This is an optimization exercise on Yosys and OpenROAD, whose aim is small area, not a production implementation. Where RTL was checked, it was by simulation tests only, not by an equivalence proof against the original.

==> exp/garnet <==
// trader_core
module trader_core(
    input logic rst,
    input logic clk,
    input logic [167:0] msg,
    output logic signal,
    output logic [31:0] balance,
    output logic cclr_neg,
    output logic clk_out,
    output logic [3:0] num,
    output logic msg_enable,
    output logic msg_type
);
clock: 12.0 ns
lec_check: 0
abc_area: 1
abc_clock_period_in_ps: 100000
cap_margin: 20
core_margin: 2
core_utilization: 65
slew_margin: 20
standard.sh (not shown) runs the stock make flow with config.mk's settings and CLKGATE_MAP_FILE= SYNTH_SCRIPT=/design/flow/synth_recipe.tcl, a recipe that flattens the netlist after the stock synthesis.
==> flow/flow/run.sh <==
#!/bin/bash
# Own flow: the standard synthesis, then an area re-mapping of its logic
# (full-adder polarity clean-up, then ABC with an area script), then the standard flow's
# standard layout from that netlist. Each tool writes its own log here.
set -euo pipefail
W=$(pwd)
R=$W/orfs/results/$FLOW_PLATFORM/trader_core/base
YOSYS=$FLOW_HOME/../tools/install/yosys/bin/yosys
[[ -x $YOSYS ]] || YOSYS=$(command -v yosys)
LIB=$FLOW_HOME/platforms/sky130hd/lib/sky130_fd_sc_hd__tt_025C_1v80.lib
DONTUSE=$(grep -o 'sky130_fd_sc_hd__[a-z0-9_]*' flow/dont_use.txt | sed 's/^/-dont_use /' | tr '\n' ' ')

bash standard.sh synth > synth_standard.log 2>&1
cp "$R/1_2_yosys.v" standard.v
python3 flow/fapol.py standard.v fapol.v > fapol.log 2>&1
sed -e "s|@LIB@|$LIB|g" -e "s|@DONTUSE@|$DONTUSE|g" flow/remap.ys > remap_run.ys
"$YOSYS" -l remap.log -q -s remap_run.ys > /dev/null 2>&1
cp remap.v "$R/1_2_yosys.v"
rm -f "$R/1_synth.odb" "$R/1_synth.sdc"
# Port buffers: the smallest buffer instead of the clkdlybuf4s50_1 buffer_ports picks.
export BUFFER_PORTS_ARGS="-buffer_cell sky130_fd_sc_hd__buf_1"
# Clock tree: smaller buffers and no dummy loads.
export CTS_ARGS="-sink_clustering_enable -repair_clock_nets -buf_list sky130_fd_sc_hd__clkbuf_8 -dont_use_dummy_load"
bash standard.sh finish > layout.log 2>&1
==> flow/flow/area.abc <==
strash
dch -f
amap
topo
==> flow/flow/fapol.py <==
#!/usr/bin/env python3
"""Flip full adders (FA(~a,~b,~c) = ~FA(a,b,c)) to cut inverters between adder cells.
usage: fapol.py in.v out.v   (flat mapped netlist, one module)"""
import re, sys, random
src = open(sys.argv[1]).read()
cell_re = re.compile(r'^(\s*)(sky130_fd_sc_hd__\w+)\s+(\S+)\s*\((.*?)\);', re.S | re.M)
pin_re = re.compile(r'\.(\w+)\(\s*(\\\S+ |[^()\s]+)\s*\)')
cells = []
for m in cell_re.finditer(src):
    pins = {p: v.strip() for p, v in pin_re.findall(m.group(4))}
    cells.append(dict(type=m.group(2), name=m.group(3), pins=pins, span=m.span()))
drv = {}
for i, c in enumerate(cells):
    for p, v in c['pins'].items():
        if p in ('X', 'Y', 'SUM', 'COUT', 'Q', 'Q_N', 'HI', 'LO'):
            drv[v] = (i, p)
def isinv(c): return re.match(r'sky130_fd_sc_hd__(clk)?inv_\d+$', c['type'])
def isfa(c): return re.match(r'sky130_fd_sc_hd__fa_\d+$', c['type'])
def isff(c): return re.match(r'sky130_fd_sc_hd__e?dfx', c['type'])
def isha(c): return re.match(r'sky130_fd_sc_hd__ha_\d+$', c['type'])
def resolve(net):
    par = 0
    while net in drv and isinv(cells[drv[net][0]]):
        net = cells[drv[net][0]]['pins']['A']; par ^= 1
    return net, par
adders = [i for i, c in enumerate(cells) if isfa(c)]   # half adders are re-mapped as plain logic
edges = []   # (src cell, dst cell, parity)
for i in adders:
    c = cells[i]
    for p in ('A', 'B', 'CIN'):
        if p not in c['pins']: continue
        n, par = resolve(c['pins'][p])
        if n in drv and (drv[n][0] in adders or isff(cells[drv[n][0]])):
            # a flip-flop cannot absorb an inversion: it is a source of fixed polarity
            edges.append((drv[n][0], i, par))
flip = {i: 0 for i in adders}
for s_, d_, p_ in edges:
    flip.setdefault(s_, 0)
free = [i for i in adders if isfa(cells[i])]
adj = {i: [] for i in flip}
for e in edges:
    adj[e[0]].append(e); adj[e[1]].append(e)
def cost_of(i):
    return sum(p ^ flip[s] ^ flip[d] for s, d, p in adj[i])
def total(): return sum(p ^ flip[s] ^ flip[d] for s, d, p in edges)
print("edges", len(edges), "odd before", total(), file=sys.stderr)
best = dict(flip); bestc = total()
rng = random.Random(1)
for rnd in range(30):
    changed = True
    while changed:
        changed = False
        for i in free:
            c0 = cost_of(i); flip[i] ^= 1
            if cost_of(i) < c0: changed = True
            else: flip[i] ^= 1
    t = total()
    if t < bestc: bestc = t; best = dict(flip)
    flip = dict(best)
    for i in rng.sample(free, len(free) // 10): flip[i] ^= 1
flip = best
print("odd after", bestc, "flipped", sum(flip.values()), file=sys.stderr)
# rewrite
out = []; pos = 0; k = [0]; newwires = []; extra = []
def fresh():
    k[0] += 1; n = f"_fapol_{k[0]}_"; newwires.append(n); return n
for i, c in enumerate(cells):
    if not flip.get(i): continue
    s, e = c['span']
    body = src[s:e]
    for p in list(c['pins']):
        v = c['pins'][p]
        w = fresh()
        if p in ('A', 'B', 'CIN'):
            extra.append(f"  sky130_fd_sc_hd__inv_1 _fapoli_{k[0]}_ (.A({v} ), .Y({w}));")
        else:
            extra.append(f"  sky130_fd_sc_hd__inv_1 _fapoli_{k[0]}_ (.A({w}), .Y({v} ));")
        c['pins'][p] = w
    pins = ",\n".join(f"    .{p}({v}{' ' if v.startswith(chr(92)) else ''})" for p, v in c['pins'].items())
    out.append((s, e, f"  {c['type']} {c['name']} (\n{pins}\n  );"))
res = []; pos = 0
for s, e, txt in sorted(out):
    res.append(src[pos:s]); res.append(txt); pos = e
res.append(src[pos:])
res = "".join(res)
# declare wires after the module header's port list, add cells before endmodule
hdr_end = res.index(';', res.index('module ')) + 1
res = res[:hdr_end] + "\n" + "".join(f"  wire {w};\n" for w in newwires) + res[hdr_end:]
idx = res.rindex('endmodule')
res = res[:idx] + "\n".join(extra) + "\n" + res[idx:]
open(sys.argv[2], 'w').write(res)
Other scripts of this flow, unchanged in this note and not shown: flow/flow/dont_use.txt, flow/flow/remap.ys
==> inputs of exp/zinc, as changes to exp/garnet <==
==> flow/flow/area.abc (replaced) <==
strash
dc2
dch -f
amap
topo
--- a/flow/flow/fapol.py
+++ b/flow/flow/fapol.py
@@ -14,11 +14,10 @@
     for p, v in c['pins'].items():
         if p in ('X', 'Y', 'SUM', 'COUT', 'Q', 'Q_N', 'HI', 'LO'):
             drv[v] = (i, p)
 def isinv(c): return re.match(r'sky130_fd_sc_hd__(clk)?inv_\d+$', c['type'])
 def isfa(c): return re.match(r'sky130_fd_sc_hd__fa_\d+$', c['type'])
-def isff(c): return re.match(r'sky130_fd_sc_hd__e?dfx', c['type'])
 def isha(c): return re.match(r'sky130_fd_sc_hd__ha_\d+$', c['type'])
 def resolve(net):
     par = 0
     while net in drv and isinv(cells[drv[net][0]]):
         net = cells[drv[net][0]]['pins']['A']; par ^= 1
@@ -28,18 +27,15 @@
 for i in adders:
     c = cells[i]
     for p in ('A', 'B', 'CIN'):
         if p not in c['pins']: continue
         n, par = resolve(c['pins'][p])
-        if n in drv and (drv[n][0] in adders or isff(cells[drv[n][0]])):
-            # a flip-flop cannot absorb an inversion: it is a source of fixed polarity
+        if n in drv and drv[n][0] in adders:
             edges.append((drv[n][0], i, par))
 flip = {i: 0 for i in adders}
-for s_, d_, p_ in edges:
-    flip.setdefault(s_, 0)
 free = [i for i in adders if isfa(cells[i])]
-adj = {i: [] for i in flip}
+adj = {i: [] for i in adders}
 for e in edges:
     adj[e[0]].append(e); adj[e[1]].append(e)
 def cost_of(i):
     return sum(p ^ flip[s] ^ flip[d] for s, d, p in adj[i])
 def total(): return sum(p ^ flip[s] ^ flip[d] for s, d, p in edges)
CORE_UTILIZATION = 40   (was 65)
==> inputs of exp/raven, as changes to exp/garnet <==
--- a/flow/design.v
+++ b/flow/design.v
@@ -977,61 +977,72 @@
     wire g555 = (1'b0 & s241) | (g553 & (1'b0 ^ s241));
     wire r556 = s263 ^ c242 ^ g555;
     wire g557 = (s263 & c242) | (g555 & (s263 ^ c242));
     wire r558 = 1'b0 ^ s287 ^ g557;
     wire g559 = (1'b0 & s287) | (g557 & (1'b0 ^ s287));
-    wire y560 = r540 ^ g539;
-    wire y561 = r542 ^ (g539 & r540);
-    wire t562 = r540 & r542;
-    wire y563 = r544 ^ (g539 & t562);
-    wire t564 = t562 & r544;
-    wire y565 = r546 ^ (g539 & t564);
-    wire t566 = t564 & r546;
-    wire y567 = r548 ^ (g539 & t566);
-    wire t568 = t566 & r548;
-    wire y569 = r550 ^ (g539 & t568);
-    wire t570 = t568 & r550;
-    wire y571 = r552 ^ (g539 & t570);
-    wire t572 = t570 & r552;
-    wire y573 = r554 ^ (g539 & t572);
-    wire t574 = t572 & r554;
-    wire y575 = r556 ^ (g539 & t574);
-    wire t576 = t574 & r556;
-    wire y577 = r558 ^ (g539 & t576);
-    wire t578 = t576 & r558;
-    wire q579 = g559 | (g539 & t578);
-    wire r580 = s311 ^ c288;
-    wire g581 = s311 & c288;
-    wire r582 = 1'b0 ^ s337 ^ g581;
-    wire g583 = (1'b0 & s337) | (g581 & (1'b0 ^ s337));
-    wire r584 = s363 ^ c338 ^ g583;
-    wire g585 = (s363 & c338) | (g583 & (s363 ^ c338));
-    wire r586 = 1'b0 ^ s391 ^ g585;
-    wire g587 = (1'b0 & s391) | (g585 & (1'b0 ^ s391));
-    wire r588 = s419 ^ c392 ^ g587;
-    wire g589 = (s419 & c392) | (g587 & (s419 ^ c392));
-    wire r590 = 1'b0 ^ s449 ^ g589;
-    wire g591 = (1'b0 & s449) | (g589 & (1'b0 ^ s449));
-    wire r592 = s479 ^ c450 ^ g591;
-    wire g593 = (s479 & c450) | (g591 & (s479 ^ c450));
-    wire r594 = s511 ^ c480 ^ g593;
-    wire y595 = r580 ^ q579;
-    wire y596 = r582 ^ (q579 & r580);
-    wire t597 = r580 & r582;
-    wire y598 = r584 ^ (q579 & t597);
-    wire t599 = t597 & r584;
-    wire y600 = r586 ^ (q579 & t599);
-    wire t601 = t599 & r586;
-    wire y602 = r588 ^ (q579 & t601);
-    wire t603 = t601 & r588;
-    wire y604 = r590 ^ (q579 & t603);
-    wire t605 = t603 & r590;
-    wire y606 = r592 ^ (q579 & t605);
-    wire t607 = t605 & r592;
-    wire y608 = r594 ^ (q579 & t607);
-    wire t609 = t607 & r594;
-    assign y = {y608, y606, y604, y602, y600, y598, y596, y595, y577, y575, y573, y571, y569, y567, y565, y563, y561, y560, r538, r536, r534, r532, r530, r528, r526, r524, r522, r520, r518, r516, r514, r512};
+    wire t560 = r542 & r540;
+    wire t561 = r546 & r544;
+    wire t562 = r550 & r548;
+    wire t563 = r554 & r552;
+    wire t564 = r558 & r556;
+    wire t565 = r544 & t560;
+    wire t566 = t561 & t560;
+    wire t567 = r552 & t562;
+    wire t568 = t563 & t562;
+    wire t569 = r548 & t566;
+    wire t570 = t562 & t566;
+    wire t571 = t567 & t566;
+    wire t572 = t568 & t566;
+    wire t573 = r556 & t572;
+    wire t574 = t564 & t572;
+    wire y575 = r540 ^ g539;
+    wire y576 = r542 ^ (g539 & r540);
+    wire y577 = r544 ^ (g539 & t560);
+    wire y578 = r546 ^ (g539 & t565);
+    wire y579 = r548 ^ (g539 & t566);
+    wire y580 = r550 ^ (g539 & t569);
+    wire y581 = r552 ^ (g539 & t570);
+    wire y582 = r554 ^ (g539 & t571);
+    wire y583 = r556 ^ (g539 & t572);
+    wire y584 = r558 ^ (g539 & t573);
+    wire q585 = g559 | (g539 & t574);
+    wire r586 = s311 ^ c288;
+    wire g587 = s311 & c288;
+    wire r588 = 1'b0 ^ s337 ^ g587;
+    wire g589 = (1'b0 & s337) | (g587 & (1'b0 ^ s337));
+    wire r590 = s363 ^ c338 ^ g589;
+    wire g591 = (s363 & c338) | (g589 & (s363 ^ c338));
+    wire r592 = 1'b0 ^ s391 ^ g591;
+    wire g593 = (1'b0 & s391) | (g591 & (1'b0 ^ s391));
+    wire r594 = s419 ^ c392 ^ g593;
+    wire g595 = (s419 & c392) | (g593 & (s419 ^ c392));
+    wire r596 = 1'b0 ^ s449 ^ g595;
+    wire g597 = (1'b0 & s449) | (g595 & (1'b0 ^ s449));
+    wire r598 = s479 ^ c450 ^ g597;
+    wire g599 = (s479 & c450) | (g597 & (s479 ^ c450));
+    wire r600 = s511 ^ c480 ^ g599;
+    wire t601 = r588 & r586;
+    wire t602 = r592 & r590;
+    wire t603 = r596 & r594;
+    wire t604 = r600 & r598;
+    wire t605 = r590 & t601;
+    wire t606 = t602 & t601;
+    wire t607 = r598 & t603;
+    wire t608 = t604 & t603;
+    wire t609 = r594 & t606;
+    wire t610 = t603 & t606;
+    wire t611 = t607 & t606;
+    wire t612 = t608 & t606;
+    wire y613 = r586 ^ q585;
+    wire y614 = r588 ^ (q585 & r586);
+    wire y615 = r590 ^ (q585 & t601);
+    wire y616 = r592 ^ (q585 & t605);
+    wire y617 = r594 ^ (q585 & t606);
+    wire y618 = r596 ^ (q585 & t609);
+    wire y619 = r598 ^ (q585 & t610);
+    wire y620 = r600 ^ (q585 & t611);
+    assign y = {y620, y619, y618, y617, y616, y615, y614, y613, y584, y583, y582, y581, y580, y579, y578, y577, y576, y575, r538, r536, r534, r532, r530, r528, r526, r524, r522, r520, r518, r516, r514, r512};
 endmodule
 module led_driver(
     input logic rst,
     input logic clk,
     input logic [31:0] balance,
==> notes.md <==
Result of the run: exp/zinc complete, no violations; exp/garnet complete, no violations; exp/raven complete, no violations
Global-route wire length before repair: exp/zinc 99400 um; exp/garnet 92500 um; exp/raven 93600 um
Setup repair after global routing missed its margin: exp/zinc false; exp/garnet false; exp/raven -
Initial cell density of the core: exp/zinc 40.3%; exp/garnet 65.6%; exp/raven 66.4%
Delay of the slowest critical-path stage: exp/zinc 550 ps; exp/garnet 600 ps; exp/raven 540 ps
Placeable core region: exp/zinc 45100 um^2; exp/garnet 27600 um^2; exp/raven 27100 um^2
Vertical extent of the die: exp/zinc 217 um; exp/garnet 171 um; exp/raven 170 um
Fraction of area in multi-input gates: exp/zinc 66.7%; exp/garnet 68.1%; exp/raven 68.4%
Initial antenna violation count: exp/zinc 9; exp/garnet 2; exp/raven 3
Clock insertion delay at the later pin of the skew report: exp/zinc 510 ps; exp/garnet 500 ps; exp/raven 500 ps
Placed instance count: exp/zinc 3117; exp/garnet 2810; exp/raven 2822
GR Util met3: exp/zinc 6.28%; exp/garnet 10.8%; exp/raven 11.9%
Number of multi-input logic gates: exp/zinc 1883; exp/garnet 1819; exp/raven 1851


==> run P: inputs <==
trader_core, a different RTL version from the one above (not shown whole).
==> module clock_generator, before the edit <==
module clock_generator(
    input logic clk,
    input logic rst,
    output logic [8:0] phase,
    output logic tick
);
assign tick = (phase == 9'd416);
always_ff @ (posedge clk) begin
    if (rst | tick) phase <= 9'd17;
    else phase <= phase + 9'd1;
end
endmodule
==> module led_driver, before the edit <==
module led_driver(
    input logic rst,
    input logic clk,
    input logic [31:0] balance,
    output logic cclr_neg,
    output logic[3:0] num,
    output logic clk_out,
    output logic tick
);
logic [8:0] phase;
logic ticked;           
logic [2:0] digit;      
logic [31:0] quo;       
logic [3:0] rem;        
clock_generator gen(.clk(clk), .rst(rst), .phase(phase), .tick(tick));
assign clk_out = ticked & (phase <= 9'd217);
wire first = (phase[8:5] == 4'd5);
wire [4:0] pass_digit = {1'b0, phase[8:5]} + {2'b0, digit};
wire active = (pass_digit <= 5'd12);
wire start = (phase[4:0] == 5'd0);
wire din = first ? balance[~phase[4:0]] : quo[31];
wire [3:0] r = start ? 4'd0 : rem;
wire ge5 = r[3] | (r[2] & (r[1] | r[0]));      
wire [2:0] rs = ge5 ? r[2:0] + 3'd3 : r[2:0];   
always_ff @ (posedge clk) begin
    quo <= {quo[30:0], ge5};
    if (active) rem <= {rs, din};
end
always_ff @ (posedge clk) begin
    if (rst) begin
        ticked <= 1'b0;
        cclr_neg <= 1'b0;
        digit <= 3'd0;
        num <= 4'd0;
    end else if (tick) begin
        ticked <= 1'b1;
        cclr_neg <= ticked;
        if (cclr_neg) begin
            num <= rem;
            digit <= digit + 3'd1;
        end
    end
end
endmodule
export LEC_CHECK = 0
export ABC_AREA = 1
export ABC_CLOCK_PERIOD_IN_PS = 100000
export CAP_MARGIN = 0
export CORE_MARGIN = 2
export CORE_UTILIZATION = 40
export SLEW_MARGIN = 0
create_clock -name core_clock -period 12.0 [get_ports {clk}]
==> flow/flow/fapol.py <==
#!/usr/bin/env python3
"""Flip full adders (FA(~a,~b,~c) = ~FA(a,b,c)) to cut inverters between adder cells.
usage: fapol.py in.v out.v   (flat mapped netlist, one module)"""
import re, sys, random
src = open(sys.argv[1]).read()
cell_re = re.compile(r'^(\s*)(sky130_fd_sc_hd__\w+)\s+(\S+)\s*\((.*?)\);', re.S | re.M)
pin_re = re.compile(r'\.(\w+)\(\s*(\\\S+ |[^()\s]+)\s*\)')
cells = []
for m in cell_re.finditer(src):
    pins = {p: v.strip() for p, v in pin_re.findall(m.group(4))}
    cells.append(dict(type=m.group(2), name=m.group(3), pins=pins, span=m.span()))
drv = {}
for i, c in enumerate(cells):
    for p, v in c['pins'].items():
        if p in ('X', 'Y', 'SUM', 'COUT', 'Q', 'Q_N', 'HI', 'LO'):
            drv[v] = (i, p)
def isinv(c): return re.match(r'sky130_fd_sc_hd__(clk)?inv_\d+$', c['type'])
def isfa(c): return re.match(r'sky130_fd_sc_hd__fa_\d+$', c['type'])
def isha(c): return re.match(r'sky130_fd_sc_hd__ha_\d+$', c['type'])
def resolve(net):
    par = 0
    while net in drv and isinv(cells[drv[net][0]]):
        net = cells[drv[net][0]]['pins']['A']; par ^= 1
    return net, par
adders = [i for i, c in enumerate(cells) if isfa(c)]   # half adders are re-mapped as plain logic
edges = []   # (src cell, dst cell, parity)
for i in adders:
    c = cells[i]
    for p in ('A', 'B', 'CIN'):
        if p not in c['pins']: continue
        n, par = resolve(c['pins'][p])
        if n in drv and drv[n][0] in adders:
            edges.append((drv[n][0], i, par))
flip = {i: 0 for i in adders}
free = [i for i in adders if isfa(cells[i])]
adj = {i: [] for i in adders}
for e in edges:
    adj[e[0]].append(e); adj[e[1]].append(e)
def cost_of(i):
    return sum(p ^ flip[s] ^ flip[d] for s, d, p in adj[i])
def total(): return sum(p ^ flip[s] ^ flip[d] for s, d, p in edges)
print("edges", len(edges), "odd before", total(), file=sys.stderr)
best = dict(flip); bestc = total()
rng = random.Random(1)
for rnd in range(30):
    changed = True
    while changed:
        changed = False
        for i in free:
            c0 = cost_of(i); flip[i] ^= 1
            if cost_of(i) < c0: changed = True
            else: flip[i] ^= 1
    t = total()
    if t < bestc: bestc = t; best = dict(flip)
    flip = dict(best)
    for i in rng.sample(free, len(free) // 10): flip[i] ^= 1
flip = best
print("odd after", bestc, "flipped", sum(flip.values()), file=sys.stderr)
# rewrite
out = []; pos = 0; k = [0]; newwires = []; extra = []
def fresh():
    k[0] += 1; n = f"_fapol_{k[0]}_"; newwires.append(n); return n
for i, c in enumerate(cells):
    if not flip.get(i): continue
    s, e = c['span']
    body = src[s:e]
    for p in list(c['pins']):
        v = c['pins'][p]
        w = fresh()
        if p in ('A', 'B', 'CIN'):
            extra.append(f"  sky130_fd_sc_hd__inv_1 _fapoli_{k[0]}_ (.A({v} ), .Y({w}));")
        else:
            extra.append(f"  sky130_fd_sc_hd__inv_1 _fapoli_{k[0]}_ (.A({w}), .Y({v} ));")
        c['pins'][p] = w
    pins = ",\n".join(f"    .{p}({v}{' ' if v.startswith(chr(92)) else ''})" for p, v in c['pins'].items())
    out.append((s, e, f"  {c['type']} {c['name']} (\n{pins}\n  );"))
res = []; pos = 0
for s, e, txt in sorted(out):
    res.append(src[pos:s]); res.append(txt); pos = e
res.append(src[pos:])
res = "".join(res)
# declare wires after the module header's port list, add cells before endmodule
hdr_end = res.index(';', res.index('module ')) + 1
res = res[:hdr_end] + "\n" + "".join(f"  wire {w};\n" for w in newwires) + res[hdr_end:]
idx = res.rindex('endmodule')
res = res[:idx] + "\n".join(extra) + "\n" + res[idx:]
open(sys.argv[2], 'w').write(res)
Scripts as last shown in full above: flow/flow/run.sh
Other scripts of this flow, unchanged in this note and not shown: flow/flow/area.abc, flow/flow/dont_use.txt, flow/flow/remap.ys
==> inputs of run C, as changes to run P <==
--- a/flow/design.v
+++ b/flow/design.v
@@ -5,7 +5,7 @@
     output logic tick
 );
-assign tick = (phase == 9'd416);
+assign tick = (phase == 9'd198);
 always_ff @ (posedge clk) begin
-    if (rst | tick) phase <= 9'd17;
+    if (rst | tick) phase <= 9'd311;
     else phase <= phase + 9'd1;
 end
@@ -1060,19 +1060,59 @@
 logic ticked;           
 logic [2:0] digit;      
-logic [31:0] quo;       
-logic [3:0] rem;        
+logic [3:0] bcd[0:7];
 clock_generator gen(.clk(clk), .rst(rst), .phase(phase), .tick(tick));
-assign clk_out = ticked & (phase <= 9'd217);
-wire first = (phase[8:5] == 4'd5);
-wire [4:0] pass_digit = {1'b0, phase[8:5]} + {2'b0, digit};
-wire active = (pass_digit <= 5'd12);
-wire start = (phase[4:0] == 5'd0);
-wire din = first ? balance[~phase[4:0]] : quo[31];
-wire [3:0] r = start ? 4'd0 : rem;
-wire ge5 = r[3] | (r[2] & (r[1] | r[0]));      
-wire [2:0] rs = ge5 ? r[2:0] + 3'd3 : r[2:0];   
+assign clk_out = ticked & phase[8];
+wire start = (phase == 9'd171);
+logic bin;
+always_comb begin
+    case (phase[4:0])
+        5'd11: bin = balance[26];
+        5'd12: bin = balance[25];
+        5'd13: bin = balance[24];
+        5'd14: bin = balance[23];
+        5'd15: bin = balance[22];
+        5'd16: bin = balance[21];
+        5'd17: bin = balance[20];
+        5'd18: bin = balance[19];
+        5'd19: bin = balance[18];
+        5'd20: bin = balance[17];
+        5'd21: bin = balance[16];
+        5'd22: bin = balance[15];
+        5'd23: bin = balance[14];
+        5'd24: bin = balance[13];
+        5'd25: bin = balance[12];
+        5'd26: bin = balance[11];
+        5'd27: bin = balance[10];
+        5'd28: bin = balance[9];
+        5'd29: bin = balance[8];
+        5'd30: bin = balance[7];
+        5'd31: bin = balance[6];
+        5'd0:  bin = balance[5];
+        5'd1:  bin = balance[4];
+        5'd2:  bin = balance[3];
+        5'd3:  bin = balance[2];
+        5'd4:  bin = balance[1];
+        5'd5:  bin = balance[0];
+        default: bin = 1'b0;
+    endcase
+end
+logic [3:0] adj[0:7];
+logic [7:0] cin;
+logic [7:0] inj;    
+always_comb begin
+    for (int i = 0; i < 8; i++) begin
+        adj[i][3] = bcd[i][3] | (bcd[i][2] & (bcd[i][1] | bcd[i][0]));
+        adj[i][2] = (bcd[i][2] & ~bcd[i][1] & ~bcd[i][0]) | (bcd[i][3] & bcd[i][0]);
+        adj[i][1] = (bcd[i][1] & ~bcd[i][2]) | (bcd[i][1] & bcd[i][0]) | (bcd[i][3] & ~bcd[i][0]);
+        adj[i][0] = (~bcd[i][3] & ~bcd[i][2] & bcd[i][0]) | (bcd[i][2] & bcd[i][1] & ~bcd[i][0])
+                  | (bcd[i][3] & ~bcd[i][0]);
+    end
+    for (int i = 0; i < 8; i++) inj[i] = (digit == 3'(7 - i));
+    for (int i = 0; i < 7; i++) cin[i] = inj[i] ? bin : adj[i + 1][3];
+    cin[7] = bin;
+end
 always_ff @ (posedge clk) begin
-    quo <= {quo[30:0], ge5};
-    if (active) rem <= {rs, din};
+    for (int i = 0; i < 8; i++)
+        bcd[i] <= start ? {3'd0, inj[i] & bin} : {adj[i][2:0], cin[i]};
 end
 always_ff @ (posedge clk) begin
@@ -1086,5 +1126,5 @@
         cclr_neg <= ticked;
         if (cclr_neg) begin
-            num <= rem;
+            num <= bcd[0];
             digit <= digit + 3'd1;
         end
--- a/flow/flow/run.sh
+++ b/flow/flow/run.sh
@@ -18,7 +18,3 @@
 cp remap.v "$R/1_2_yosys.v"
 rm -f "$R/1_synth.odb" "$R/1_synth.sdc"
-# Port buffers: the smallest buffer instead of the clkdlybuf4s50_1 buffer_ports picks.
-export BUFFER_PORTS_ARGS="-buffer_cell sky130_fd_sc_hd__buf_1"
-# Clock tree: smaller buffers and no dummy loads.
-export CTS_ARGS="-sink_clustering_enable -repair_clock_nets -buf_list sky130_fd_sc_hd__clkbuf_8 -dont_use_dummy_load"
 bash standard.sh finish > layout.log 2>&1
--- a/flow/flow/fapol.py
+++ b/flow/flow/fapol.py
@@ -23,5 +23,5 @@
         net = cells[drv[net][0]]['pins']['A']; par ^= 1
     return net, par
-adders = [i for i, c in enumerate(cells) if isfa(c)]   # half adders are re-mapped as plain logic
+adders = [i for i, c in enumerate(cells) if isfa(c) or isha(c)]
 edges = []   # (src cell, dst cell, parity)
 for i in adders:
CAP_MARGIN = 20   (was 0)
SLEW_MARGIN = 20   (was 0)
==> out/results.ini <==
[clock_tree]
worst_skew_pair.late_latency_ns = 0.55

[sta]
timing_worst_slew_pin_value_ns = 1.17
slew_headroom_pct = 22.3

[run_status]
status = no timing/DRC/antenna violations

[min_path]
min-delay-start = driver.quo[13]

[power]
peakVddDrop_uv = 570

[cells_and_area]
num-clock-buffers = 17
antenna_cells = 3

[route]
highest_layer = met5
wl_mm = 67.3
num_vias = 18900

[placed_design]
dp_cells = 3169

-- figures above: run P

==> out/results.ini <==
[power]
peakVddDrop_uv = 458

[run_status]
status = no timing/DRC/antenna violations

[sta]
timing_worst_slew_pin_value_ns = 0.950
finClkSkew_ns = 0.0280
slew_headroom_pct = 35.0

[clock_tree]
worst_skew_pair.late_latency_ns = 0.50

[placed_design]
dp_cells = 3283

[route]
wl_mm = 67.4

[min_path]
min-delay-start = driver.gen.phase[0]

-- figures above: run C

Only the layout flow was run in run P; the RTL was not checked for function there.

what the ideal ports hide:
The flow's constraints put no driver on any port. The routed layouts listed below were extracted and timed again, unchanged, in two steps.
Step 1, drivers: a clkbuf_16 drives clk and a buf_2 each remaining input, both assumed.
Step 2 adds t to the input delays and takes it off the output delays; t is the mean of the earliest and latest rising clock arrival at the registers after step 1. Input paths then give back, and output paths get back, about the clock's delay inside the block.
a / b / c = no drivers / after step 1 / after step 2; a / b = the first two.
| run | t, ns | slack for setup (ns) | slew at the worst register clock pin (ns) | cell pins on the clock port's net |
|---|---|---|---|---|
| exp/garnet | 0.538 | 0.819 / 0.848 / 0.309 | 0.10 / 0.10 | 1 |
| exp/zinc | 0.526 | 0.628 / 0.645 / 0.119 | 0.12 / 0.12 | 1 |
| exp/raven | 0.521 | 0.908 / 0.898 / 0.377 | 0.12 / 0.12 | 1 |
| run P | 0.587 | 1.010 / 1.044 / 0.458 | 0.10 / 0.10 | 1 |
| run C | 0.542 | 0.989 / 1.018 / 0.476 | 0.09 / 0.09 | 1 |
After both steps every run listed still meets setup and hold. For run P, which loses most, drivers alone change the setup slack by +0.034 ns; drivers and shift together by -0.552 ns.
